From an optimization exercise on the open Yosys and OpenROAD flow, aimed at small area; shortcuts taken in it are not production practice.
Function was checked by simulation only, so behaviour that the tests miss may differ from the original.
Power is estimated from default activity; no workload was simulated.

## the previous run
// top
module top (
    input  logic clk_27mhz,
    input  logic reset_n,
    output logic [3:0] keypad_cols,
    input  logic [3:0] keypad_rows,
    input  logic btn_div,
    input  logic btn_quot,
    input  logic btn_rem,
    input  logic btn_clear,
    output logic [7:0] segmentos_out,
    output logic [3:0] anodos_out
);
==> flow/config.mk <==
export PLATFORM = sky130hd
export DESIGN_NAME = top
export DESIGN_NICKNAME = top
export VERILOG_FILES = /design/flow/design.v
export SDC_FILE = /design/flow/constraint.sdc
export NUM_CORES = 4
export LEC_CHECK = 0
export CAP_MARGIN = 20
export CORE_MARGIN = 2
export CORE_UTILIZATION = 75
export SLEW_MARGIN = 20
==> flow/constraint.sdc <==
create_clock -name core_clock -period 10.0 [get_ports {clk_27mhz}]
set_input_delay 2.0000 -clock core_clock [delete_from_list [all_inputs] [get_ports {clk_27mhz}]]
set_output_delay 2.0000 -clock core_clock [all_outputs]
set_load 0.01 [all_outputs]
standard.sh (not shown) runs the stock make flow with config.mk's settings and CLKGATE_MAP_FILE= SYNTH_SCRIPT=/design/flow/synth_recipe.tcl, a recipe that flattens the netlist after the stock synthesis.
==> flow/flow/run.sh <==
#!/bin/bash
# Layout flow: the standard synthesis, its combinational logic re-mapped by
# ABC for area (four runs in parallel, the smallest kept; flip-flops
# untouched; the result checked equivalent to the standard netlist), then
# the standard ORFS floorplan-to-finish with small port buffers and a leaner
# clock tree.
set -euo pipefail
HERE=$(pwd)
R=$HERE/orfs/results/$FLOW_PLATFORM/top/base
LIB=$FLOW_HOME/platforms/sky130hd/lib/sky130_fd_sc_hd__tt_025C_1v80.lib

bash standard.sh synth > log_1_synth.txt 2>&1
cp "$R/1_2_yosys.v" "$HERE/synth_std.v"

subst() {  # subst template output run-tag
  sed -e "s|@LIB@|$LIB|g" -e "s|@IN@|$HERE/synth_std.v|g" -e "s|@OUT@|$HERE/synth_area_$3.v|g" \
      -e "s|@ABC@|$HERE/flow/area$3.abc|g" -e "s|@STAT@|$HERE/synth_area_stat_$3.txt|g" \
      -e "s|@HERE@|$HERE|g" "$1" > "$2"
}
pids=()
for k in 0 1 2 3; do
  subst flow/reabc.ys "$HERE/reabc_$k.ys" $k
  yosys -s "$HERE/reabc_$k.ys" > "log_2_reabc_$k.txt" 2>&1 &
  pids+=($!)
done
for p in "${pids[@]}"; do wait "$p" || true; done
best=""; besta=""
for k in 0 1 2 3; do
  a=$(grep "Chip area for module" "$HERE/synth_area_stat_$k.txt" 2>/dev/null | awk '{print $NF}' || true)
  [ -n "$a" ] || continue
  echo "run $k: $a" >> reabc_areas.txt
  if [ -z "$besta" ] || awk "BEGIN{exit !($a < $besta)}"; then best=$k; besta=$a; fi
done
ok=0
if [ -n "$best" ]; then
  cp "$HERE/synth_area_$best.v" "$HERE/synth_area.v"
  sed -e "s|@LIB@|$LIB|g" -e "s|@OUT@|$HERE/synth_area.v|g" flow/check.ys > "$HERE/check.ys"
  sed -e "s|@LIB@|$LIB|g" -e "s|@HERE@|$HERE|g" flow/equiv.ys > "$HERE/equiv.ys"
  if yosys -s "$HERE/check.ys" > log_3_check.txt 2>&1 &&
     python3 flow/cutff.py "$HERE/synth_std.v" "$HERE/cut_std.v" 2> log_4_cut.txt &&
     python3 flow/cutff.py "$HERE/synth_area.v" "$HERE/cut_area.v" 2>> log_4_cut.txt &&
     yosys -s "$HERE/equiv.ys" > log_5_equiv.txt 2>&1; then
    ok=1
  fi
fi
if [ $ok = 1 ]; then
  echo "using the re-mapped netlist of run $best ($besta um2)" > netlist_choice.txt
  cp "$HERE/synth_area.v" "$R/1_2_yosys.v"
  rm -f "$R/1_synth.odb" "$R/1_synth.sdc"
else
  echo "re-mapping failed; using the standard netlist" > netlist_choice.txt
fi

bash standard.sh \
  "BUFFER_PORTS_ARGS=-buffer_cell sky130_fd_sc_hd__buf_1" \
  "CTS_ARGS=$(cat flow/cts_args.txt)" \
  finish > log_6_finish.txt 2>&1
Other scripts of this flow, unchanged in this note and not shown: flow/flow/area0.abc, flow/flow/area1.abc, flow/flow/area2.abc, flow/flow/area3.abc, flow/flow/check.ys, flow/flow/cts_args.txt, flow/flow/cutff.py, flow/flow/equiv.ys, flow/flow/reabc.ys
The previous run completed every stage of the flow, and the final layout passed the timing, DRC and antenna checks.
What the current run does differently from the previous run at the input level:
--- a/flow/design.v
+++ b/flow/design.v
@@ -93,38 +93,37 @@
         if (!sc_pressed && (!db_level || tick)) begin
             key_valid <= cur_valid;
             key_val   <= cur_val;
         end
     end
     wire       kd = tick & db_level & key_valid;
     wire [3:0] dv = key_val;
-    logic [2:0] s_div, s_quot, s_rem, s_clr;
-    logic       e_div, e_quot, e_rem, e_clr;
-    always_ff @(posedge clk_27mhz or negedge reset_n) begin
-        if (!reset_n) begin
-            s_div <= 3'b111;  s_quot <= 3'b111;  s_rem <= 3'b111;  s_clr <= 3'b111;
-            e_div <= 1'b0;    e_quot <= 1'b0;    e_rem <= 1'b0;    e_clr <= 1'b0;
-        end else begin
-            s_div  <= {s_div[1:0],  btn_div};
-            s_quot <= {s_quot[1:0], btn_quot};
-            s_rem  <= {s_rem[1:0],  btn_rem};
-            s_clr  <= {s_clr[1:0],  btn_clear};
-            e_div  <= s_div[2]  & ~s_div[1];
-            e_quot <= s_quot[2] & ~s_quot[1];
-            e_rem  <= s_rem[2]  & ~s_rem[1];
-            e_clr  <= s_clr[2]  & ~s_clr[1];
-        end
-    end
-    wire opd = e_div;
-    wire opq = e_quot;
-    wire opr = e_rem;
-    wire opc = e_clr;
+    logic       s_div, s_quot, s_rem, s_clr;
+    logic [2:0] e_div, e_quot, e_rem, e_clr;
+    always_ff @(posedge clk_27mhz or negedge reset_n) begin
+        if (!reset_n) begin
+            s_div <= 1'b1;  s_quot <= 1'b1;  s_rem <= 1'b1;  s_clr <= 1'b1;
+            e_div <= 3'b0;  e_quot <= 3'b0;  e_rem <= 3'b0;  e_clr <= 3'b0;
+        end else begin
+            s_div  <= btn_div;
+            s_quot <= btn_quot;
+            s_rem  <= btn_rem;
+            s_clr  <= btn_clear;
+            e_div  <= {e_div[1:0],  s_div  & ~btn_div};
+            e_quot <= {e_quot[1:0], s_quot & ~btn_quot};
+            e_rem  <= {e_rem[1:0],  s_rem  & ~btn_rem};
+            e_clr  <= {e_clr[1:0],  s_clr  & ~btn_clear};
+        end
+    end
+    wire opd = e_div[2];
+    wire opq = e_quot[2];
+    wire opr = e_rem[2];
+    wire opc = e_clr[2];
     typedef enum logic [2:0] {
-        IDLE = 3'd0, SHOW_E = 3'd1, NUM1 = 3'd2, NUM2 = 3'd3,
-        SHOW_Q = 3'd4, SHOW_R = 3'd5, CALC_Q = 3'd6, CALC_R = 3'd7
+        IDLE, NUM1, NUM2, CALC_Q, CALC_R, SHOW_Q, SHOW_R, SHOW_E
     } state_t;
     state_t st;
     logic [15:0] sr;
     logic [7:0]  dvs;       
     logic        n1z, n2z;  
     logic [3:0]  dc;
     localparam logic [3:0] DC_ERR = 4'hF;
==> notes.md <==
Comparing relative contribution of combinational cells to total power for the current run and the previous run, the smaller number came from the previous run.
Global-route usage (lower): the previous run
The total wirelength of the detailed-routed design in the current run was higher than what the previous run gave.
As far as number of clock buffers in the layout goes, the previous run and the current run are indistinguishable; the numbers are identical.
Between the current run and the previous run, cell count is lower for the previous run, the current run comes in above that.
From the previous run to the current run the numbers moved as follows: minimum hold slack down 0.021 ns, met1 usage went up 3.4 points, worst reg-to-reg setup slack went up by 0.14 ns.
Non-clock buffer count shrinks by a few percent when moving from the previous run to the current run.
The current run and the previous run ended up with nearly the same total leakage power.
Delta(initial core utilization, the current run - the previous run) > 0

-- afterwards: timing with drivers on the ports --
In the flow no input, the clock included, has a driving cell. The finished layouts below were timed again as built, in two steps.
Step 1, drivers: a clkbuf_16 drives clk_27mhz and a buf_2 each remaining input, both assumed.
Step 2, shift: input delay + t, output delay - t, t = (earliest + latest rising clock arrival at the registers) / 2. This alone moves slack from input paths to output paths.
a / b / c = no drivers / after step 1 / after step 2; a / b = the first two.
| run | t (ns) | setup slack, ns | cell pins on the clock port's net |
|---|---|---|---|
| the previous run | 0.379 | 4.811 / 4.782 / 5.161 | 1 |
| the current run | 0.370 | 4.517 / 4.487 / 4.857 | 1 |
After both steps every run listed still meets setup and hold.
